This design comes from an exercise in tuning for a short achievable clock period and few clock cycles on the open sky130 flow, not from production work. In this exercise RTL edits were held to simulation tests only and were not proved equivalent to the original. Power figures rest on the tool's default switching activity, not on a simulated workload.

==> flow/design.v (outline; a module is shown in full before it is edited, if it fits) <==
// module Nbit_reg: 18 lines
// module gp1: 5 lines
// module gp4: 10 lines
// module cla16: 27 lines
// module gpn: 18 lines
// module lc4_divider: 24 lines
// module lc4_divider_one_iter: 20 lines
// module cla_input_rs: 8 lines
// module cla_input_rt: 21 lines
// module cla_input_ci: 8 lines
// module comparators: 17 lines
// module lc4_alu: 56 lines
// module lc4_decoder: 75 lines
// module lc4_regfile: 36 lines
// module lc4_processor: 208 lines
// module lc4_core: 469 lines
// module lc4_fadd: 29 lines
// module lc4_mul16: 42 lines
module lc4_core
   (input  wire        clk,
    input  wire        rst,
    output wire [15:0] o_cur_pc,
    input  wire [15:0] i_cur_insn,
    output wire [15:0] o_dmem_addr,
    input  wire [15:0] i_cur_dmem_data,
    output wire        o_dmem_we,
    output wire [15:0] o_dmem_towrite,
    output wire [1:0]  test_stall,
    output wire [15:0] test_cur_pc,
    output wire [15:0] test_cur_insn,
    output wire        test_regfile_we,
    output wire [2:0]  test_regfile_wsel,
    output wire [15:0] test_regfile_data,
    output wire        test_nzp_we,
    output wire [2:0]  test_nzp_new_bits,
    output wire        test_dmem_we,
    output wire [15:0] test_dmem_addr,
    output wire [15:0] test_dmem_data
    );
  // ...
==> flow/flow/run.sh <==
#!/bin/bash
set -euo pipefail
bash standard.sh SETUP_SLACK_MARGIN=30.8 SKIP_GATE_CLONING=1 MATCH_CELL_FOOTPRINT=0 finish > flow_make.log 2>&1
==> flow/standard.sh <==
#!/bin/bash
# synth_recipe.tcl (not shown) runs the flow's synth.tcl, then flattens the netlist and writes it again
# the make line also repeats each setting of config.mk as NAME=value (left out here)
make -C /OpenROAD-flow-scripts/flow DESIGN_CONFIG=/design/flow/config.mk WORK_HOME=/design/flow/orfs CLKGATE_MAP_FILE= SYNTH_SCRIPT=/design/flow/synth_recipe.tcl "${@:-finish}"
==> flow/config.mk <==
export PLATFORM = sky130hd
export DESIGN_NAME = lc4_core
export DESIGN_NICKNAME = lc4_core
export VERILOG_FILES = /design/flow/design.v
export SDC_FILE = /design/flow/constraint.sdc
export NUM_CORES = 4
export LEC_CHECK = 0
export CAP_MARGIN = 20
export CORE_MARGIN = 2
export CORE_UTILIZATION = 40
export SLEW_MARGIN = 20
==> flow/constraint.sdc <==
create_clock -name core_clock -period 40.0 [get_ports {clk}]
set_input_delay 8.0000 -clock core_clock [delete_from_list [all_inputs] [get_ports {clk}]]
set_output_delay 8.0000 -clock core_clock [all_outputs]
set_load 0.01 [all_outputs]
==> flow_metrics.py, run 1 <==
metrics = {
    "status": {
        "status": "timing/DRC/antenna clean",
    },
    "pwr": {
        "switching_share_pct": 39.81,
        "power.net_switching_w": 0.001748,
        "pwr-share-seq_pct": 31.2,
        "power_w": 0.004391,
    },
    "flow_run": {
        "maxCapViolCount": 0,
    },
    "grt": {
        "grt_antenna_before_repair": 14,
        "grt_busiest_layer": "met2",
        "grt_pass1_vias": 48720,
    },
    "drt": {
        "drt_iter0_drc": 5956,
        "wl_met1_mm": 92.11,
        "wl_met3_mm": 20.24,
    },
    "sta": {
        "finalCriticalPeriod_ps": 9318,
        "worst_slack_ps": 30680,
        "setup_violations": 0,
        "drv_slew": 0,
        "finClkSkew_ps": 73.44,
    },
    "floorplan": {
        "initial_core_util_pct": 40.36,
        "n_tap_cell": 2030,
        "die_w_um": 395.9,
        "core_um2": 152300,
    },
    "yosys": {
        "post_synth_and_or_nand_nor_area_fraction_pct": 12.59,
        "synth_area_per_cell_um2": 9.921,
        "synth_top_cell_by_area": "edfxtp_1",
        "synth_edf_count": 478,
    },
    "hold_path": {
        "min_path_cells": 0,
    },
    "finish": {
        "largest_register_ffs": 256,
        "max_flop_register": "btb_tgt",
        "fin_util_pct": 45.92,
        "finish.instance_area_um2": 69920,
        "multi_input_area_share_pct": 46.35,
    },
    "clock_network": {
        "post-cts-setup-buffers": 17,
        "cts_tree": "done",
        "htree_levels": 3,
        "cts_made_buffers": 115,
        "cts_root_buf": "clkbuf_16",
    },
    "critical_path": {
        "startpoint": "pc_f[4]",
        "slowest_stage": "dfxtp_4",
    },
    "placed_design": {
        "dp.cells": 8184,
    },
}
Testbench counts, summed over its fixed seeds: cycles 53,495.
==> module lc4_core, before the edit <==
module lc4_core
   (input  wire        clk,
    input  wire        rst,
    output wire [15:0] o_cur_pc,
    input  wire [15:0] i_cur_insn,
    output wire [15:0] o_dmem_addr,
    input  wire [15:0] i_cur_dmem_data,
    output wire        o_dmem_we,
    output wire [15:0] o_dmem_towrite,
    output wire [1:0]  test_stall,
    output wire [15:0] test_cur_pc,
    output wire [15:0] test_cur_insn,
    output wire        test_regfile_we,
    output wire [2:0]  test_regfile_wsel,
    output wire [15:0] test_regfile_data,
    output wire        test_nzp_we,
    output wire [2:0]  test_nzp_new_bits,
    output wire        test_dmem_we,
    output wire [15:0] test_dmem_addr,
    output wire [15:0] test_dmem_data
    );
   function [2:0] nzp_of(input [15:0] v);
      nzp_of = v[15] ? 3'b100 : ((v == 16'd0) ? 3'b010 : 3'b001);
   endfunction
   reg        rst_q;
   reg [15:0] pc_f;
   reg [15:0] ir_raw, pc_raw;
   reg        v_raw;
   reg [15:0] pnext_raw;
   reg        phit_raw;
   reg [1:0]  pctr_raw;
   reg        sel_skid;
   reg [15:0] skid_insn, skid_pc, skid_pnext;
   reg        skid_v, skid_phit;
   reg [1:0]  skid_pctr;
   localparam BL = 4;
   localparam BN = 1 << BL;
   reg [15:0] btb_tgt [0:BN-1];
   reg [BL-1:0] btb_tag [0:BN-1];
   reg [1:0]  btb_ctr [0:BN-1];
   reg [BN-1:0] btb_ret;
   reg [BN-1:0] btb_val;
   reg          u_wr, u_cwr, u_inv, u_ret;
   reg [BL-1:0] u_idx, u_tag;
   reg [15:0]   u_tgt;
   reg [1:0]    u_ctr;
   reg [15:0] ras0, ras1;
   reg        x_v;
   reg [15:0] x_insn, x_pc, x_a, x_b;
   reg        x_byp_a, x_byp_b;
   reg [2:0]  x_dst;
   reg        x_we, x_nzpw, x_ld, x_st, x_mul, x_div, x_mod;
   reg [15:0] x_addr, x_sdata;
   reg        x_defer, x_phit;
   reg [1:0]  x_pctr;
   reg [15:0] x_pnext, x_tgt;
   reg        mem_we;
   reg        w_v;
   reg [15:0] w_pc, w_insn, w_val, w_addr, w_sdata;
   reg [2:0]  w_dst;
   reg        w_we, w_nzpw, w_isld, w_isst;
   reg        t_v;
   reg [15:0] t_pc, t_insn, t_data, t_daddr, t_ddata;
   reg        t_we, t_nzpw, t_dwe;
   reg [2:0]  t_wsel, t_nzp;
   reg [15:0] rf0, rf1, rf2, rf3, rf4, rf5, rf6, rf7;
   reg [2:0]  nzp_r;
   reg        div_busy;
   reg [3:0]  div_cnt;
   reg [15:0] div_rem, div_dq;
   reg [16:0] div_b3;
   reg [15:0] div_b;
   wire [2:0]  w_nzp = nzp_of(w_val);
   wire [15:0] insn_d = sel_skid ? skid_insn : ir_raw;
   wire [15:0] pc_d   = sel_skid ? skid_pc   : pc_raw;
   wire        v_d    = sel_skid ? skid_v    : v_raw;
   wire [15:0] pnext_d = sel_skid ? skid_pnext : pnext_raw;
   wire        phit_d  = sel_skid ? skid_phit  : phit_raw;
   wire [1:0]  pctr_d  = sel_skid ? skid_pctr  : pctr_raw;
   wire [3:0] op_d = insn_d[15:12];
   wire d_br    = (op_d == 4'd0);
   wire d_arith = (op_d == 4'd1);
   wire d_cmp   = (op_d == 4'd2);
   wire d_jsrx  = (op_d == 4'd4);
   wire d_jsr   = d_jsrx & insn_d[11];
   wire d_jsrr  = d_jsrx & ~insn_d[11];
   wire d_logic = (op_d == 4'd5);
   wire d_ldr   = (op_d == 4'd6);
   wire d_str   = (op_d == 4'd7);
   wire d_rti   = (op_d == 4'd8);
   wire d_const = (op_d == 4'd9);
   wire d_shift = (op_d == 4'd10);
   wire d_jmpx  = (op_d == 4'd12);
   wire d_jmp   = d_jmpx & insn_d[11];
   wire d_jmpr  = d_jmpx & ~insn_d[11];
   wire d_hic   = (op_d == 4'd13);
   wire d_trap  = (op_d == 4'd15);
   wire d_mul = d_arith & ~insn_d[5] & (insn_d[4:3] == 2'b01);
   wire d_div = d_arith & ~insn_d[5] & (insn_d[4:3] == 2'b11);
   wire d_mod = d_shift & (insn_d[5:4] == 2'b11);
   wire [2:0] rs_d = (d_cmp | d_hic) ? insn_d[11:9] : (d_rti ? 3'd7 : insn_d[8:6]);
   wire [2:0] rt_d = d_str ? insn_d[11:9] : insn_d[2:0];
   wire [2:0] dst_d = (d_jsrx | d_trap) ? 3'd7 : insn_d[11:9];
   wire we_d   = d_arith | d_logic | d_ldr | d_const | d_shift | d_hic | d_jsrx | d_trap;
   wire nzpw_d = we_d | d_cmp;
   reg [15:0] rf_rs, rf_rt;
   always @(*) begin
      case (rs_d)
        3'd0: rf_rs = rf0; 3'd1: rf_rs = rf1; 3'd2: rf_rs = rf2; 3'd3: rf_rs = rf3;
        3'd4: rf_rs = rf4; 3'd5: rf_rs = rf5; 3'd6: rf_rs = rf6; default: rf_rs = rf7;
      endcase
      case (rt_d)
        3'd0: rf_rt = rf0; 3'd1: rf_rt = rf1; 3'd2: rf_rt = rf2; 3'd3: rf_rt = rf3;
        3'd4: rf_rt = rf4; 3'd5: rf_rt = rf5; 3'd6: rf_rt = rf6; default: rf_rt = rf7;
      endcase
   end
   wire x_fast = ~(x_ld | x_mul | x_div | x_mod);
   wire x_wr   = x_v & x_we;
   wire w_wr   = w_v & w_we;
   wire rs_x = x_wr & (x_dst == rs_d);
   wire rt_x = x_wr & (x_dst == rt_d);
   wire rs_w = w_wr & (w_dst == rs_d);
   wire rt_w = w_wr & (w_dst == rt_d);
   wire [15:0] x_res_fast;    
   wire [15:0] a_for_x = rs_w ? w_val : rf_rs;
   wire [15:0] b_for_x = rt_w ? w_val : rf_rt;
   wire [15:0] rsv_d = rs_x ? x_res_fast : a_for_x;
   wire [15:0] rtv_d = rt_x ? x_res_fast : b_for_x;
   wire x_nzp_src = x_v & x_nzpw;
   wire [2:0] nzp_d = x_nzp_src ? nzp_of(x_res_fast) :
                      ((w_v & w_nzpw) ? w_nzp : nzp_r);
   wire need_rs_d = d_ldr | d_str | d_jsrr | d_jmpr | d_rti;
   wire use_nzp_d = d_br & (insn_d[11:9] != 3'b000);
   wire defer_d = use_nzp_d & x_nzp_src & x_ld;
   wire haz_d = (need_rs_d & rs_x & ~x_fast) |
                (d_str & rt_x & ~x_fast) |
                (use_nzp_d & x_nzp_src & ~x_fast & ~x_ld);
   wire x_stall;
   wire x_mis;    
   wire stall_d = v_d & (haz_d | x_stall);
   wire adv_d   = v_d & ~stall_d & ~x_mis;
   wire [15:0] pc1_d = pc_d + 16'd1;
   wire [15:0] br_tgt, jmp_tgt;
   wire        co_br, co_jmp;
   lc4_fadd #(16) a_br  (.a(pc_d), .b({{7{insn_d[8]}}, insn_d[8:0]}), .ci(1'b1), .s(br_tgt), .co(co_br));
   lc4_fadd #(16) a_jmp (.a(pc_d), .b({{5{insn_d[10]}}, insn_d[10:0]}), .ci(1'b1), .s(jmp_tgt), .co(co_jmp));
   wire [15:0] jsr_tgt = {pc_d[15], insn_d[10:0], 4'b0000};
   wire [15:0] trap_tgt = {8'h80, insn_d[7:0]};
   wire br_taken = d_br & ((insn_d[11:9] & nzp_d) != 3'b000);
   wire [15:0] target_d = d_br ? br_tgt :
                          d_jmp ? jmp_tgt :
                          d_jsr ? jsr_tgt :
                          d_trap ? trap_tgt : rsv_d;
   wire jump_d  = d_jsrx | d_rti | d_jmpx | d_trap;
   wire taken_d = br_taken | jump_d;
   wire ctrl_d  = use_nzp_d | jump_d;
   wire ret_d   = (d_jmpr & (insn_d[8:6] == 3'd7)) | d_rti;
   wire mis_t = (pnext_d != target_d);
   wire mis_n = (pnext_d != pc1_d);
   wire redirect = adv_d & ~defer_d & (taken_d ? mis_t : mis_n);
   wire [15:0] npc_d = taken_d ? target_d : pc1_d;
   reg  [BL-1:0] idx_f;    
   function [BL-1:0] hash(input [15:0] p);
      hash = p[BL-1:0] ^ p[2*BL-1:BL];
   endfunction
   wire [BL-1:0] tag_f = pc_f[2*BL-1:BL];
   wire [15:0]   e_tgt = btb_tgt[idx_f];
   wire [BL-1:0] e_tag = btb_tag[idx_f];
   wire [1:0]    e_ctr = btb_ctr[idx_f];
   wire          e_ret = btb_ret[idx_f];
   wire hit_f = btb_val[idx_f] & (e_tag == tag_f);
   wire ptaken_f = hit_f & (e_ret | e_ctr[1]);
   wire [15:0] pc1_f = pc_f + 16'd1;
   wire [15:0] pred_f = ptaken_f ? (e_ret ? ras0 : e_tgt) : pc1_f;
   wire [BL-1:0] idx_d = pc_d[BL-1:0] ^ pc_d[2*BL-1:BL];
   wire [BL-1:0] tag_d = pc_d[2*BL-1:BL];
   wire btb_wr  = adv_d & ctrl_d & ~defer_d & taken_d;
   wire btb_cwr = adv_d & ctrl_d & ~defer_d & (taken_d | phit_d);
   wire [1:0] ctr_new = taken_d ? (phit_d ? (pctr_d == 2'b11 ? 2'b11 : pctr_d + 2'd1) : 2'b10)
                                : (pctr_d == 2'b00 ? 2'b00 : pctr_d - 2'd1);
   wire btb_inv = adv_d & ~ctrl_d & phit_d;
   wire [15:0] addr_d;
   wire        co_addr;
   lc4_fadd #(16) a_addr (.a(rsv_d), .b({{10{insn_d[5]}}, insn_d[5:0]}), .ci(1'b0), .s(addr_d), .co(co_addr));
   wire [15:0] A = x_byp_a ? w_val : x_a;
   wire [15:0] B = x_byp_b ? w_val : x_b;
   wire [3:0]  op_x = x_insn[15:12];
   wire [15:0] imm5 = {{11{x_insn[4]}}, x_insn[4:0]};
   wire [15:0] sum, diff;
   wire        co_sum, a_ge_b;    
   lc4_fadd #(16) a_sum  (.a(A), .b(x_insn[5] ? imm5 : B), .ci(1'b0), .s(sum), .co(co_sum));
   lc4_fadd #(16) a_diff (.a(A), .b(~B), .ci(1'b1), .s(diff), .co(a_ge_b));
   reg  [15:0] arith_r;
   always @(*) begin
      if (x_insn[5]) arith_r = sum;
      else case (x_insn[4:3])
             2'b00: arith_r = sum;
             2'b10: arith_r = diff;
             default: arith_r = sum;
           endcase
   end
   wire [15:0] cmp_b = x_insn[8] ? (x_insn[7] ? {9'd0, x_insn[6:0]} : {{9{x_insn[6]}}, x_insn[6:0]}) : B;
   wire        cmp_uns = x_insn[7];
   wire        cmp_eq = (A == cmp_b);
   wire [15:0] cmp_d;
   wire        cmp_ge;
   lc4_fadd #(16) a_cmp (.a({A[15] ^ ~cmp_uns, A[14:0]}), .b(~{cmp_b[15] ^ ~cmp_uns, cmp_b[14:0]}),
                         .ci(1'b1), .s(cmp_d), .co(cmp_ge));
   wire        cmp_lt = ~cmp_ge;
   wire [15:0] cmp_r = cmp_eq ? 16'd0 : (cmp_lt ? 16'hFFFF : 16'd1);
   reg  [15:0] logic_r;
   always @(*) begin
      if (x_insn[5]) logic_r = A & imm5;
      else case (x_insn[4:3])
             2'b00: logic_r = A & B;
             2'b01: logic_r = ~A;
             2'b10: logic_r = A | B;
             default: logic_r = A ^ B;
           endcase
   end
   wire [3:0] sh = x_insn[3:0];
   reg  [15:0] shift_r;
   always @(*) begin
      case (x_insn[5:4])
        2'b00: shift_r = A << sh;
        2'b01: shift_r = $signed(A) >>> sh;
        default: shift_r = A >> sh;
      endcase
   end
   wire [15:0] pc1_x = x_pc + 16'd1;
   wire x_taken = (x_insn[11:9] & w_nzp) != 3'b000;
   wire x_dres  = x_v & x_defer;
   assign x_mis = x_dres & (x_taken ? (x_pnext != x_tgt) : (x_pnext != pc1_x));
   wire [15:0] x_npc = x_taken ? x_tgt : pc1_x;
   wire [1:0] x_ctr_new = x_taken ? (x_phit ? (x_pctr == 2'b11 ? 2'b11 : x_pctr + 2'd1) : 2'b10)
                                  : (x_pctr == 2'b00 ? 2'b00 : x_pctr - 2'd1);
   reg [15:0] fast_r;
   always @(*) begin
      case (op_x)
        4'd1:  fast_r = arith_r;
        4'd2:  fast_r = cmp_r;
        4'd5:  fast_r = logic_r;
        4'd9:  fast_r = {{7{x_insn[8]}}, x_insn[8:0]};
        4'd10: fast_r = shift_r;
        4'd13: fast_r = {x_insn[7:0], A[7:0]};
        default: fast_r = pc1_x;    
      endcase
   end
   assign x_res_fast = fast_r;
   wire [15:0] prod;
   lc4_mul16 mul (.a(A), .b(B), .y(prod));
   wire div_zero = (B == 16'd0);
   wire [16:0] d2b;
   wire        a_ge_2b;
   lc4_fadd #(17) a_d2b (.a({1'b0, A}), .b(~{B, 1'b0}), .ci(1'b1), .s(d2b), .co(a_ge_2b));
   wire div_small = ~a_ge_2b;
   wire div_fast = div_zero | div_small;
   wire        ge1 = a_ge_b;
   wire [15:0] q_fast = div_zero ? 16'd0 : {15'd0, ge1};
   wire [15:0] r_fast = div_zero ? 16'd0 : (ge1 ? diff : A);
   wire [15:0] dl12, dl8, dl4;
   wire        ge12, ge8, ge4;
   lc4_fadd #(16) a_l12 (.a({4'd0, A[15:4]}),  .b(~B), .ci(1'b1), .s(dl12), .co(ge12));
   lc4_fadd #(16) a_l8  (.a({8'd0, A[15:8]}),  .b(~B), .ci(1'b1), .s(dl8),  .co(ge8));
   lc4_fadd #(16) a_l4  (.a({12'd0, A[15:12]}), .b(~B), .ci(1'b1), .s(dl4),  .co(ge4));
   wire lt12 = ~ge12;
   wire lt8  = ~ge8;
   wire lt4  = ~ge4;
   wire [15:0] init_rem = lt12 ? {4'd0, A[15:4]} : lt8 ? {8'd0, A[15:8]} : lt4 ? {12'd0, A[15:12]} : 16'd0;
   wire [15:0] init_dq  = lt12 ? {A[3:0], 12'd0} : lt8 ? {A[7:0], 8'd0} : lt4 ? {A[11:0], 4'd0} : A;
   wire [3:0]  init_cnt = lt12 ? 4'd1 : lt8 ? 4'd2 : lt4 ? 4'd3 : 4'd4;
   wire [17:0] bx1 = {2'b00, div_b};
   wire [17:0] bx2 = {1'b0, div_b, 1'b0};
   wire [17:0] bx3 = {1'b0, div_b3};
   wire [17:0] u1 = {div_rem, div_dq[15:14]};
   wire [17:0] u1m1, u1m2, u1m3;
   wire        c11, c12, c13;
   lc4_fadd #(18) s11 (.a(u1), .b(~bx1), .ci(1'b1), .s(u1m1), .co(c11));
   lc4_fadd #(18) s12 (.a(u1), .b(~bx2), .ci(1'b1), .s(u1m2), .co(c12));
   lc4_fadd #(18) s13 (.a(u1), .b(~bx3), .ci(1'b1), .s(u1m3), .co(c13));
   wire [1:0]  q1 = c13 ? 2'd3 : c12 ? 2'd2 : c11 ? 2'd1 : 2'd0;
   wire [15:0] rem1 = c13 ? u1m3[15:0] : c12 ? u1m2[15:0] : c11 ? u1m1[15:0] : u1[15:0];
   wire [15:0] dq1 = {div_dq[13:0], q1};
   wire [17:0] u2 = {rem1, dq1[15:14]};
   wire [17:0] u2m1, u2m2, u2m3;
   wire        c21, c22, c23;
   lc4_fadd #(18) s21 (.a(u2), .b(~bx1), .ci(1'b1), .s(u2m1), .co(c21));
   lc4_fadd #(18) s22 (.a(u2), .b(~bx2), .ci(1'b1), .s(u2m2), .co(c22));
   lc4_fadd #(18) s23 (.a(u2), .b(~bx3), .ci(1'b1), .s(u2m3), .co(c23));
   wire [1:0]  q2 = c23 ? 2'd3 : c22 ? 2'd2 : c21 ? 2'd1 : 2'd0;
   wire [15:0] rem2 = c23 ? u2m3[15:0] : c22 ? u2m2[15:0] : c21 ? u2m1[15:0] : u2[15:0];
   wire [15:0] dq2 = {dq1[13:0], q2};
   wire x_dm = x_div | x_mod;
   wire div_last = div_busy & (div_cnt == 4'd1);
   assign x_stall = x_v & x_dm & ~div_fast & ~div_last;
   wire [15:0] q_val = div_fast ? q_fast : dq2;
   wire [15:0] r_val = div_fast ? r_fast : rem2;
   wire [15:0] x_result = x_mul ? prod : (x_div ? q_val : (x_mod ? r_val : fast_r));
   always @(posedge clk) begin
      rst_q <= rst;
      if (rst_q) begin
         pc_f  <= 16'h8200;
         idx_f <= hash(16'h8200);
      end else if (x_mis) begin
         pc_f  <= x_npc;
         idx_f <= hash(x_npc);
      end else if (redirect) begin
         pc_f  <= npc_d;
         idx_f <= hash(npc_d);
      end else if (!stall_d) begin
         pc_f  <= pred_f;
         idx_f <= hash(pred_f);
      end
      ir_raw    <= i_cur_insn;
      pc_raw    <= pc_f;
      v_raw     <= ~rst_q & ~redirect & ~x_mis;
      pnext_raw <= pred_f;
      phit_raw  <= hit_f;
      pctr_raw  <= e_ctr;
      skid_insn  <= insn_d;
      skid_pc    <= pc_d;
      skid_v     <= v_d;
      skid_pnext <= pnext_d;
      skid_phit  <= phit_d;
      skid_pctr  <= pctr_d;
      sel_skid   <= ~rst_q & stall_d & ~x_mis;
      if (x_dres) begin
         u_wr  <= x_taken;
         u_cwr <= x_taken | x_phit;
         u_inv <= 1'b0;
         u_idx <= x_pc[BL-1:0] ^ x_pc[2*BL-1:BL];
         u_tag <= x_pc[2*BL-1:BL];
         u_tgt <= x_tgt;
         u_ctr <= x_ctr_new;
         u_ret <= 1'b0;
      end else begin
         u_wr  <= btb_wr;
         u_cwr <= btb_cwr;
         u_inv <= btb_inv;
         u_idx <= idx_d;
         u_tag <= tag_d;
         u_tgt <= target_d;
         u_ctr <= ctr_new;
         u_ret <= ret_d;
      end
      if (u_wr) begin
         btb_tgt[u_idx] <= u_tgt;
         btb_tag[u_idx] <= u_tag;
      end
      if (u_cwr)
         btb_ctr[u_idx] <= u_ctr;
      if (u_wr)
         btb_ret[u_idx] <= u_ret;
      if (rst_q)
         btb_val <= {BN{1'b0}};
      else if (u_wr)
         btb_val[u_idx] <= 1'b1;
      else if (u_inv)
         btb_val[u_idx] <= 1'b0;
      if (rst_q) begin
         ras0 <= 16'd0;
         ras1 <= 16'd0;
      end else if (adv_d & (d_jsrx | d_trap)) begin
         ras0 <= pc1_d;
         ras1 <= ras0;
      end else if (adv_d & ret_d) begin
         ras0 <= ras1;
      end
      if (rst_q)
         x_v <= 1'b0;
      else if (!x_stall)
         x_v <= adv_d;
      mem_we <= ~rst & ~rst_q & adv_d & d_str;
      x_addr  <= addr_d;
      x_sdata <= rtv_d;
      if (!x_stall) begin
         x_insn  <= insn_d;
         x_pc    <= pc_d;
         x_a     <= a_for_x;
         x_b     <= b_for_x;
         x_byp_a <= rs_x;
         x_byp_b <= rt_x;
         x_dst   <= dst_d;
         x_we    <= we_d;
         x_nzpw  <= nzpw_d;
         x_ld    <= d_ldr;
         x_st    <= d_str;
         x_mul   <= d_mul;
         x_div   <= d_div;
         x_mod   <= d_mod;
         x_defer <= defer_d;
         x_phit  <= phit_d;
         x_pctr  <= pctr_d;
         x_pnext <= pnext_d;
         x_tgt   <= br_tgt;
      end else begin
         x_a <= A;
         x_b <= B;
         x_byp_a <= 1'b0;
         x_byp_b <= 1'b0;
      end
      if (rst_q | ~x_stall) begin
         div_busy <= 1'b0;
      end else begin
         div_busy <= 1'b1;
      end
      if (div_busy) begin
         div_cnt <= div_cnt - 4'd1;
         div_rem <= rem2;
         div_dq  <= dq2;
      end else begin
         div_cnt <= init_cnt;
         div_rem <= init_rem;
         div_dq  <= init_dq;
         div_b3  <= {1'b0, B} + {B, 1'b0};
         div_b   <= B;
      end
      w_v    <= ~rst_q & x_v & ~x_stall;
      w_pc   <= x_pc;
      w_insn <= x_insn;
      w_val  <= x_ld ? i_cur_dmem_data : x_result;
      w_dst  <= x_dst;
      w_we   <= x_we;
      w_nzpw <= x_nzpw;
      w_isld <= x_ld;
      w_isst <= x_st;
      w_addr <= x_addr;
      w_sdata <= x_sdata;
      if (rst_q) begin
         rf0 <= 16'd0; rf1 <= 16'd0; rf2 <= 16'd0; rf3 <= 16'd0;
         rf4 <= 16'd0; rf5 <= 16'd0; rf6 <= 16'd0; rf7 <= 16'd0;
         nzp_r <= 3'b000;
      end else begin
         if (w_wr) begin
            case (w_dst)
              3'd0: rf0 <= w_val; 3'd1: rf1 <= w_val; 3'd2: rf2 <= w_val; 3'd3: rf3 <= w_val;
              3'd4: rf4 <= w_val; 3'd5: rf5 <= w_val; 3'd6: rf6 <= w_val; default: rf7 <= w_val;
            endcase
         end
         if (w_v & w_nzpw) nzp_r <= w_nzp;
      end
      t_v     <= ~rst & ~rst_q & w_v;
      t_pc    <= w_pc;
      t_insn  <= w_insn;
      t_we    <= w_we;
      t_wsel  <= w_dst;
      t_data  <= w_we ? w_val : 16'd0;
      t_nzpw  <= w_nzpw;
      t_nzp   <= w_nzp;
      t_dwe   <= w_isst;
      t_daddr <= (w_isld | w_isst) ? w_addr : 16'd0;
      t_ddata <= w_isst ? w_sdata : (w_isld ? w_val : 16'd0);
   end
   assign o_cur_pc       = pc_f;
   assign o_dmem_addr    = x_addr;
   assign o_dmem_we      = mem_we;
   assign o_dmem_towrite = x_sdata;
   assign test_stall        = {1'b0, ~t_v};
   assign test_cur_pc       = t_pc;
   assign test_cur_insn     = t_insn;
   assign test_regfile_we   = t_we;
   assign test_regfile_wsel = t_wsel;
   assign test_regfile_data = t_data;
   assign test_nzp_we       = t_nzpw;
   assign test_nzp_new_bits = t_nzp;
   assign test_dmem_we      = t_dwe;
   assign test_dmem_addr    = t_daddr;
   assign test_dmem_data    = t_ddata;
endmodule
==> run 2, diff against run 1 <==
--- a/flow/design.v
+++ b/flow/design.v
@@ -598,7 +598,7 @@
    reg [15:0] skid_insn, skid_pc, skid_pnext;
    reg        skid_v, skid_phit;
    reg [1:0]  skid_pctr;
-   localparam BL = 4;
+   localparam BL = 5;
    localparam BN = 1 << BL;
    reg [15:0] btb_tgt [0:BN-1];
    reg [BL-1:0] btb_tag [0:BN-1];
==> flow_metrics.py, run 2 <==
metrics = {
    "clock_network": {
        "clkTransAtPathRegs_ps": 60,
        "cts_hold_repair.buffers": 0,
        "cts_made_buffers": 163,
        "htree_levels": 4,
        "clk_latency_ps": 840,
        "cts_root_buf": "clkbuf_16",
        "cts_tree": "done",
        "cts.sinks": 1520,
        "cts_buffer_depth": 3,
    },
    "pwr": {
        "ir_drop_mv": 0.05050,
        "leakage_nw": 32.86,
        "cellPowerDensity_nw_per_um2": 60.10,
    },
    "finish": {
        "seqCellArea_um2": 39400,
        "largestRegisters": "btb_tgt (512), btb_tag (160), btb_ctr (64)",
        "final_common_cell": "edfxtp_1",
        "area_growth_pct": 13.15,
        "max_flop_register": "btb_tgt",
        "final_cell_mix": "edfxtp_1, nand2_1, dfxtp_1",
        "largest_register_ffs": 512,
        "final_nets": 7608,
        "multi_input_area_um2": 37440,
        "drive_above_1_share_pct": 16.89,
        "fill_cells": 18130,
    },
    "grt": {
        "grt.overflow.total": 0,
        "grt_antenna_before_repair": 4,
        "grt_pass1_vias": 58290,
        "grt_max_degree": 126,
        "grt_pass1_wl_mm": 408.5,
        "grt.total_usage_pct": 27.26,
    },
    "yosys": {
        "async_reset_ff_share_pct": 0,
        "ys_seq_area_share_pct": 49.40,
        "syn-instance-count": 7090,
        "synth_top_cell_by_area": "edfxtp_1",
        "synth_area_per_cell_um2": 11.20,
        "synth_area_leaders": "edfxtp_1, dfxtp_1, mux4_2",
        "synth.top_cell.area_share_pct": 33.21,
        "syn_area_um2": 79390,
        "synth_ff_type": "edfxtp_1",
        "yosysMostFrequentCell": "edfxtp_1",
        "ys_top_cells_by_count": "edfxtp_1, nand2_1, dfxtp_1",
        "synth_edf_count": 878,
        "synth_cell_types": 121,
        "syn-num-nets": 7497,
        "yosys_warnings": 5,
        "yosys_register_bits": 1520,
    },
    "sta": {
        "finClkSkew_ps": 62.12,
        "worst_slack_ps": 30670,
        "finalCriticalPeriod_ps": 9327,
        "relSlewSlack_pct": 11.98,
        "finalCritPeriodShare_pct": 23.32,
        "setup-tns-final_ps": 0,
        "setup_violations": 0,
        "worst_pin_slew_ps": 1287,
        "drv_slew": 0,
        "max_freq_ghz": 0.1072,
        "final-hold-violation-count": 0,
        "grt_setup_unrepaired": "true",
        "holdWs_ps": 319.8,
    },
    "hold_path": {
        "min_to": "t_pc[1]",
        "min_path_cells": 0,
        "holdCritStartpoint": "w_pc[1]",
        "hp-class": "reg2reg",
    },
    "drt": {
        "postRouteAntennaNets": 0,
        "drt_first_pass_iters": 8,
        "drc": 0,
        "drt_iter0_drc": 7757,
        "route.vias.total": 60900,
        "routed_wl_mm": 282.8,
        "wl_per_cell_um": 28.34,
        "post_drt_via_cell_ratio": 6.103,
    },
    "placed_design": {
        "port-buffer-count": 172,
        "post-place-ws_ps": 30820,
        "detailed_place_hpwl_mm": 195.5,
        "gp_congestion": 1.008,
    },
    "critical_path": {
        "startpoint_type": "register",
        "path_depth": 1,
        "critPathCaptureType": "primary output",
        "r2r-end": "pc_f[13]",
        "reg2reg_setup_slack_ps": 31130,
        "slowest_delay_ps": 380,
        "slowest_stage": "dfxtp_4",
        "worstPathRequired_ps": 32000,
        "rr_startpoint": "x_byp_a",
        "crit_family": "flip-flops",
        "cp_max_fo": 2,
        "crit_arrival_ps": 1330,
        "crit_chain": "buf_6",
        "rr_worst_depth": 20,
        "worstSetupPathType": "reg2out",
        "cp.buffers_inverters": 1,
    },
    "floorplan": {
        "core_um2": 197200,
        "dieArea_um2": 202100,
        "io_pins": 174,
        "placementRows": 163,
        "die_w_um": 449.5,
        "initial_core_util_pct": 40.26,
        "die_y_um": 449.5,
    },
    "status": {
        "status": "timing/DRC/antenna clean",
    },
    "flow_run": {
        "maxCapViolCount": 0,
    },
}
==> run 2: where the power goes <==
part           internal [W]  leakage [nW]  switching (W)  total, W
logic              0.000751          16.6        0.00123   0.00198
clock network      0.000881          2.69       0.000659   0.00154
registers           0.00177          13.6       0.000114   0.00188
total               0.00340          32.9        0.00200   0.00540
==> run 2: worst max path at each step <==
stage                             startpoint           to  slack, ps
after floorplan           i_cur_dmem_data[2]     w_val[2]      31500
after global placement    i_cur_dmem_data[2]     w_val[2]      30840
after detailed placement  i_cur_dmem_data[2]     w_val[2]      30820
after CTS                            pc_f[7]  o_cur_pc[7]      30630
after global routing                 pc_f[6]  o_cur_pc[6]      30640
final                                pc_f[7]  o_cur_pc[7]      30670
==> run 2: kinds of logic (layout without fill, tap and decap cells) <==
family / Yosys count / after routing / share of synthesized area, %
adder cells (fa/ha/maj): 374 / 374 / 6.328
AO/OA/AOI/OAI: 1637 / 1637 / 13.55
multiplexers: 608 / 608 / 12.61
flip-flops: 1520 / 1520 / 49.40
AND/OR/NAND/NOR: 1888 / 1888 / 10.69
buffers and inverters: 730 / 976 / 3.730
other: 1 / 4 / 0.004723
XOR/XNOR: 332 / 332 / 3.691
==> run 2: metal layers <==
layer,share of wire (%),GRT usage (%),vias to the layer above
li1,-,-,26540
met4,5.1,12.28,0
met5,0,0,-
met1,40,37.13,30370
met3,9.5,5.239,654
met2,45,42.09,3347
==> run 2: layout make-up <==
type | count | share of cell area [%]
tap | 2640 | 3.677
antenna | 3 | 0.008357
timing repair buffer | 372 | 3.405
sequential | 1520 | 43.86
multi-input combinational | 4840 | 41.68
inverter | 304 | 1.280
clock inverter | 84 | 1.071
clock buffer | 216 | 5.022
==> run 2: what timing repair did <==
action                                  CTS  global route
setup buffers                            17             2
gates cloned                              0             0
gates resized for setup                 549            60
endpoints found under the setup margin  139           155
==> run 2: through the flow <==
step / cells / total power (W) / cell area (um2) / util, %
2_1_floorplan: 7090 / 0.003178 / 79390 / -
3_3_place_gp: 9657 / 0.003821 / 84200 / 42.69
3_5_place_dp: 9657 / 0.003824 / 84210 / 42.70
4_1_cts: 9974 / 0.005370 / 89590 / 45.43
5_1_grt: 9977 / 0.005636 / 89830 / 45.55
6_report: 9979 / 0.005399 / 89830 / 45.55
Testbench counts of run 2, summed over its fixed seeds: cycles 52,971.
==> run 3, diff against run 2 <==
--- a/flow/design.v
+++ b/flow/design.v
@@ -598,7 +598,7 @@
    reg [15:0] skid_insn, skid_pc, skid_pnext;
    reg        skid_v, skid_phit;
    reg [1:0]  skid_pctr;
-   localparam BL = 5;
+   localparam BL = 6;
    localparam BN = 1 << BL;
    reg [15:0] btb_tgt [0:BN-1];
    reg [BL-1:0] btb_tag [0:BN-1];
==> flow_metrics.py, run 3 <==
metrics = {
    "status": {
        "status": "timing/DRC/antenna clean",
    },
    "floorplan": {
        "core_um2": 279900,
        "initial_core_util_pct": 40.29,
        "die_y_um": 534.9,
        "io_pins": 174,
        "die_w_um": 534.9,
        "dieArea_um2": 286200,
        "placementRows": 194,
    },
    "sta": {
        "finalCritPeriodShare_pct": 23.54,
        "holdWs_ps": 323.1,
        "setup_violations": 0,
        "setup-tns-final_ps": 0,
        "relSlewSlack_pct": 15.65,
        "grt_setup_unrepaired": "true",
        "finClkSkew_ps": 73.10,
        "max_freq_ghz": 0.1062,
        "worst_pin_slew_ps": 1252,
        "finalCriticalPeriod_ps": 9417,
        "drv_slew": 0,
        "final-hold-violation-count": 0,
    },
    "critical_path": {
        "crit_chain": "inv_2, buf_6",
        "crit_family": "flip-flops",
        "slowest_stage": "dfxtp_2",
        "cp_max_fo": 1,
        "startpoint_type": "register",
        "cp.buffers_inverters": 2,
        "worstSetupPathType": "reg2out",
        "slowest_delay_ps": 370,
        "crit_arrival_ps": 1420,
        "critPathCaptureType": "primary output",
        "worstPathRequired_ps": 32000,
    },
    "finish": {
        "drive_above_1_share_pct": 19.43,
        "largestRegisters": "btb_tgt (1024), btb_tag (384), btb_ctr (128)",
        "fin_util_pct": 45.88,
        "fill_cells": 24820,
        "largest_register_ffs": 1024,
        "final_cell_mix": "edfxtp_1, nand2_1, mux4_2",
        "area_growth_pct": 13.88,
        "max_flop_register": "btb_tgt",
        "final_common_cell": "edfxtp_1",
        "final_nets": 9321,
    },
    "flow_run": {
        "maxCapViolCount": 0,
    },
    "placed_design": {
        "port-buffer-count": 172,
        "gp_congestion": 0.9570,
        "detailed_place_hpwl_mm": 256.7,
    },
    "grt": {
        "grt.overflow.total": 0,
        "grt_pass1_wl_mm": 544.9,
        "grt_max_degree": 97,
        "grt_antenna_before_repair": 19,
        "grt_pass1_vias": 75480,
        "grt.total_usage_pct": 26.09,
    },
    "clock_network": {
        "cts_made_buffers": 265,
        "cts_buffer_depth": 4,
        "cts.sinks": 2388,
        "clkTransAtPathRegs_ps": 70,
        "cts_tree": "done",
        "cts_root_buf": "clkbuf_16",
        "clk_latency_ps": 890,
        "htree_levels": 5,
    },
    "drt": {
        "postRouteAntennaNets": 0,
        "wl_per_cell_um": 29.59,
        "drt_iter0_drc": 9223,
        "drt_first_pass_iters": 8,
        "drc": 0,
        "route.vias.total": 77060,
        "post_drt_via_cell_ratio": 5.989,
        "routed_wl_mm": 380.7,
    },
    "yosys": {
        "synth_area_leaders": "edfxtp_1, dfxtp_1, mux4_2",
        "async_reset_ff_share_pct": 0,
        "yosys_warnings": 5,
        "synth_cell_types": 97,
        "yosys_register_bits": 2388,
        "synth_edf_count": 1710,
        "synth_area_per_cell_um2": 13.00,
        "synth_top_cell_by_area": "edfxtp_1",
        "ys_seq_area_share_pct": 57.57,
        "syn-num-nets": 9082,
        "synth.top_cell.area_share_pct": 45.54,
        "ys_top_cells_by_count": "edfxtp_1, nand2_1, dfxtp_1",
        "yosysMostFrequentCell": "edfxtp_1",
        "syn_area_um2": 112800,
        "synth_ff_type": "edfxtp_1",
        "syn-instance-count": 8675,
    },
    "hold_path": {
        "hp-class": "reg2reg",
    },
    "pwr": {
        "leakage_nw": 44.27,
        "ir_drop_mv": 0.08860,
        "cellPowerDensity_nw_per_um2": 60.90,
    },
}
-- run 3: cell count changes after synthesis, sizes merged, moves of 14 or more --
cell,previous run,this run
edfxtp,878,1710
nor2,528,641
mux2i,242,206
o21ai,312,402
a211oi,84,44
a21oi,482,558
dfxtp,642,678
clkbuf,292,386
mux2,69,53
mux4,297,602
nand2,755,921
nand4,32,46
and3,50,36
-- run 3: cell type report --
type                            instances  area (um2)  area share (%)
Antenna cell                           23       57.56         0.04482
Clock buffer                          339        7248           5.645
Clock inverter                        134        1187          0.9247
Inverter                              291        1095          0.8526
Multi-Input combinational cell       5488       45100           35.12
Sequential cell                      2388       65160           50.74
Tap cell                             3724        4659           3.629
Timing Repair Buffer                  480        3905           3.041
-- run 3: power breakdown --
part / internal [W] / switching [W]
logic: 0.000961 / 0.00155
clock network: 0.00137 / 0.00102
registers: 0.00280 / 0.000114
total: 0.00513 / 0.00269
-- run 3: kinds of logic after synthesis --
| group | after synthesis | share of synthesized area, % |
|---|---|---|
| flops | 2388 | 57.57 |
| compound gates | 1734 | 9.722 |
| mux | 861 | 14.43 |
| other cells | 1 | 0.003326 |
| buf+inv | 799 | 2.727 |
| xor+xnor | 339 | 2.633 |
| simple gates | 2179 | 8.453 |
| fa+ha+maj | 374 | 4.454 |
-- run 3: through the flow --
stage	cells	setup WS, ps	power [W]	cell area, um2
final	12870	30580	0.007820	128400
after global routing	12860	30560	0.008140	128400
after CTS	12840	30540	0.007792	128000
after detailed placement	12350	30610	0.005399	119700
after global placement	12350	30600	0.005389	119700
after floorplan	8675	31250	0.004507	112800
-- run 3: final timing paths --
kind,start,end,slack (ps),depth (start not counted)
hold / removal,w_pc[5],t_pc[5],320,0
setup / recovery,t_v,test_stall[0],30580,2
setup reg to reg,x_byp_a,pc_f[12],31280,24
hold reg to reg,w_pc[5],t_pc[5],320,0
-- run 3: what timing repair did --
item | CTS | global route
endpoints found under the setup margin | 139 | 189
hold buffers | 0 | 0
setup buffers | 16 | 8
gates resized for setup | 544 | 70
-- run 3: metal layers --
layer / global-route usage [%] / share of wire (%)
met1: 34.16 / 39
met5: 0 / 0.016
met2: 42.44 / 47
met4: 12.48 / 5.5
met3: 4.136 / 7.9
Testbench counts of run 3, summed over its fixed seeds: cycles 52,563.
==> run 4, diff against run 3 <==
--- a/flow/design.v
+++ b/flow/design.v
@@ -598,7 +598,7 @@
    reg [15:0] skid_insn, skid_pc, skid_pnext;
    reg        skid_v, skid_phit;
    reg [1:0]  skid_pctr;
-   localparam BL = 6;
+   localparam BL = 4;
    localparam BN = 1 << BL;
    reg [15:0] btb_tgt [0:BN-1];
    reg [BL-1:0] btb_tag [0:BN-1];
==> flow/flow/run.sh (replaced) <==
#!/bin/bash
set -euo pipefail
bash standard.sh SETUP_SLACK_MARGIN=31.2 GPL_TIMING_DRIVEN=1 SKIP_GATE_CLONING=1 MATCH_CELL_FOOTPRINT=0 finish > flow_make.log 2>&1
==> flow_metrics.py, run 4 <==
metrics = {
    "sta": {
        "finalCriticalPeriod_ps": 9315,
        "worst_pin_slew_ps": 1267,
        "setup_violations": 0,
        "final-hold-violation-count": 0,
        "finClkSkew_ps": 71.48,
        "drv_slew": 0,
        "relSlewSlack_pct": 14.65,
        "max_freq_ghz": 0.1073,
        "setup-tns-final_ps": 0,
        "finalCritPeriodShare_pct": 23.29,
        "grt_setup_unrepaired": "true",
    },
    "finish": {
        "largest_register_ffs": 256,
        "seqCellArea_um2": 26960,
        "drive_above_1_share_pct": 14.73,
        "final-instance-count-excl-fill": 8428,
        "largestRegisters": "btb_tgt (256), btb_tag (64), btb_ctr (32)",
        "final_common_cell": "nand2_1",
        "area_growth_pct": 13.90,
        "fill_cells": 14260,
        "final_nets": 6698,
        "multi_input_area_um2": 32460,
        "final_cell_mix": "nand2_1, dfxtp_1, a21oi_1",
        "max_flop_register": "btb_tgt",
    },
    "yosys": {
        "syn-num-nets": 6602,
        "yosys_warnings": 5,
        "syn_area_um2": 61450,
        "yosys_register_bits": 1100,
        "synth.top_cell.area_share_pct": 23.36,
        "synth_top_cell_by_area": "edfxtp_1",
        "yosysMostFrequentCell": "nand2_1",
        "synth_area_leaders": "edfxtp_1, dfxtp_1, ha_1",
        "synth_edf_count": 478,
        "ys_seq_area_share_pct": 43.62,
        "async_reset_ff_share_pct": 0,
        "syn-instance-count": 6194,
        "synth_ff_type": "dfxtp_1",
        "synth_area_per_cell_um2": 9.921,
        "synth_cell_types": 96,
        "ys_top_cells_by_count": "nand2_1, dfxtp_1, a21oi_1",
    },
    "clock_network": {
        "cts_root_buf": "clkbuf_16",
        "clk_latency_ps": 810,
        "clkTransAtPathRegs_ps": 60,
        "cts_buffer_depth": 3,
        "cts.sinks": 1100,
        "cts_tree": "done",
        "cts_made_buffers": 115,
        "htree_levels": 3,
        "cts_hold_repair.buffers": 0,
    },
    "placed_design": {
        "port-buffer-count": 172,
        "dp.cells": 8184,
        "gp_congestion": 0.9948,
        "detailed_place_hpwl_mm": 165.2,
    },
    "critical_path": {
        "cp.buffers_inverters": 1,
        "startpoint_type": "register",
        "crit_family": "flip-flops",
        "slowest_delay_ps": 390,
        "worstPathRequired_ps": 32000,
        "cp_max_fo": 2,
        "crit_arrival_ps": 1320,
        "critPathCaptureType": "primary output",
        "slowest_stage": "dfxtp_4",
        "crit_chain": "buf_6",
        "worstSetupPathType": "reg2out",
    },
    "pwr": {
        "leakage_nw": 26.52,
        "ir_drop_mv": 0.04966,
        "cellPowerDensity_nw_per_um2": 62.87,
    },
    "drt": {
        "drt_first_pass_iters": 8,
        "drt_iter0_drc": 5886,
        "drc": 0,
        "wl_per_cell_um": 27.45,
        "post_drt_via_cell_ratio": 6.036,
        "route.vias.total": 50870,
        "routed_wl_mm": 231.4,
        "postRouteAntennaNets": 0,
    },
    "grt": {
        "grt_max_degree": 173,
        "grt.overflow.total": 0,
        "grt_pass1_wl_mm": 334.5,
        "grt.total_usage_pct": 28.73,
        "grt_pass1_vias": 48740,
        "grt_antenna_before_repair": 14,
    },
    "floorplan": {
        "io_pins": 174,
        "dieArea_um2": 156800,
        "die_y_um": 395.9,
        "initial_core_util_pct": 40.36,
        "core_um2": 152300,
        "placementRows": 143,
        "die_w_um": 395.9,
    },
    "status": {
        "status": "timing/DRC/antenna clean",
    },
    "flow_run": {
        "maxCapViolCount": 0,
    },
    "hold_path": {
        "hp-class": "reg2reg",
    },
}
## run 4: what timing repair did
action | 4_1_cts | 5_1_grt
setup buffers | 17 | 2
pin swaps | 0 | 1
endpoints found under the setup margin | 148 | 202
resized for setup | 551 | 75
## run 4: worst register-to-register path, delay by kind of cell (launching register included)
kind	cells	cell delay, ps
AO/OA/AOI/OAI	8	2670
adder cells (fa/ha/maj)	1	470
buffers and inverters	4	1930
AND/OR/NAND/NOR	7	1970
multiplexers	3	1160
flip-flops	1	310
## run 4: cell type report
type,count,area share (%)
Sequential cell,1100,38.52
Tap cell,2030,3.629
Multi-Input combinational cell,4449,46.38
Inverter,275,1.484
Clock inverter,70,1.175
Timing Repair Buffer,349,4.114
Clock buffer,150,4.688
Antenna cell,5,0.01788
## run 4: logic make-up (layout without fill, tap and decap cells)
kind of cell               after synthesis  after routing  synth area share [%]
and+or+nand+nor                       1745           1745                 12.59
other                                    1              6              0.006103
muxes                                  440            440                 10.81
AOI/OAI and AO/OA                     1556           1556                 15.96
adders and majority gates              374            374                 8.177
DFF                                   1100           1100                 43.62
buffers and inverters                  645            844                 4.081
xor gates and xnor gates               333            333                 4.746
## run 4: path summary, 6_finish.rpt
kind	from	end	slack [ps]	depth (start not counted)
worst max register to register	x_byp_a	pc_f[9]	31420	23
worst min register to register	w_pc[6]	t_pc[6]	320	0
worst min-delay path	w_pc[6]	t_pc[6]	320	0
worst max-delay path	pc_f[4]	o_cur_pc[4]	30680	1
## run 4: report_power, final
| group | total, W | switching [W] | internal (W) | leakage, nW |
|---|---|---|---|---|
| Combinational | 0.00189 | 0.00116 | 0.000723 | 14.8 |
| Sequential | 0.00137 | 0.0000923 | 0.00128 | 9.72 |
| Clock | 0.00114 | 0.000498 | 0.000646 | 1.99 |
## run 4: metal layers
metal / routed length (um) / up-vias / GRT usage (%)
met5: 74 / - / 0
met4: 14260 / 12 / 15.15
met3: 20460 / 615 / 5.947
met2: 104700 / 2662 / 45.31
met1: 91830 / 24870 / 37.11
li1: - / 22720 / -
## run 4: metrics by stage
stage / setup WS (ps) / total power [W] / hold WS [ps] / instance area [um2] / util [%]
after global routing: 30640 / 0.004624 / 324.6 / 69970 / 45.96
final: 30680 / 0.004400 / 320.2 / 69990 / 45.96
after floorplan: 31520 / 0.002606 / 309.6 / 61450 / -
after CTS: 30620 / 0.004357 / 322.0 / 69680 / 45.77
after global placement: 30790 / 0.003192 / 318.1 / 65670 / 43.13
after detailed placement: 30760 / 0.003205 / 313.2 / 65690 / 43.14
Testbench counts of run 4, summed over its fixed seeds: cycles 53,495.

-- what the ideal ports hide --
How much do the figures lean on ideal ports? The routed layouts below were timed once more, with nothing changed but the port constraints.
Step 1: set_driving_cell puts a clkbuf_16 on clk and a buf_2 on each other input, an assumption about the parent block.
Step 2 times the ports against the registers' clock, not the clock port: input delays grow and output delays shrink by t, the midpoint of the rising clock arrivals with the driver on.
a / b / c = ideal ports / drivers / drivers and shift; a / b = the first two.
run | t, ns | setup WS [ns] | worst setup path at the end | worst register clock-pin slew, ns | worst slew at a driven data input, ns
run 1 | 0.857 | 30.682 / 30.601 / 30.723 | input to register | 0.07 / 0.07 | 0.05
run 2 | 0.891 | 30.673 / 30.591 / 30.792 | input to register | 0.07 / 0.07 | 0.11
run 3 | 0.951 | 30.583 / 30.488 / 30.528 | input to register | 0.07 / 0.07 | 0.04
run 4 | 0.858 | 30.685 / 30.604 / 30.722 | input to register | 0.07 / 0.07 | 0.05
After both steps every run listed still meets setup and hold. For run 3, which loses most, drivers alone change the setup slack by -0.095 ns; drivers and shift together by -0.055 ns.
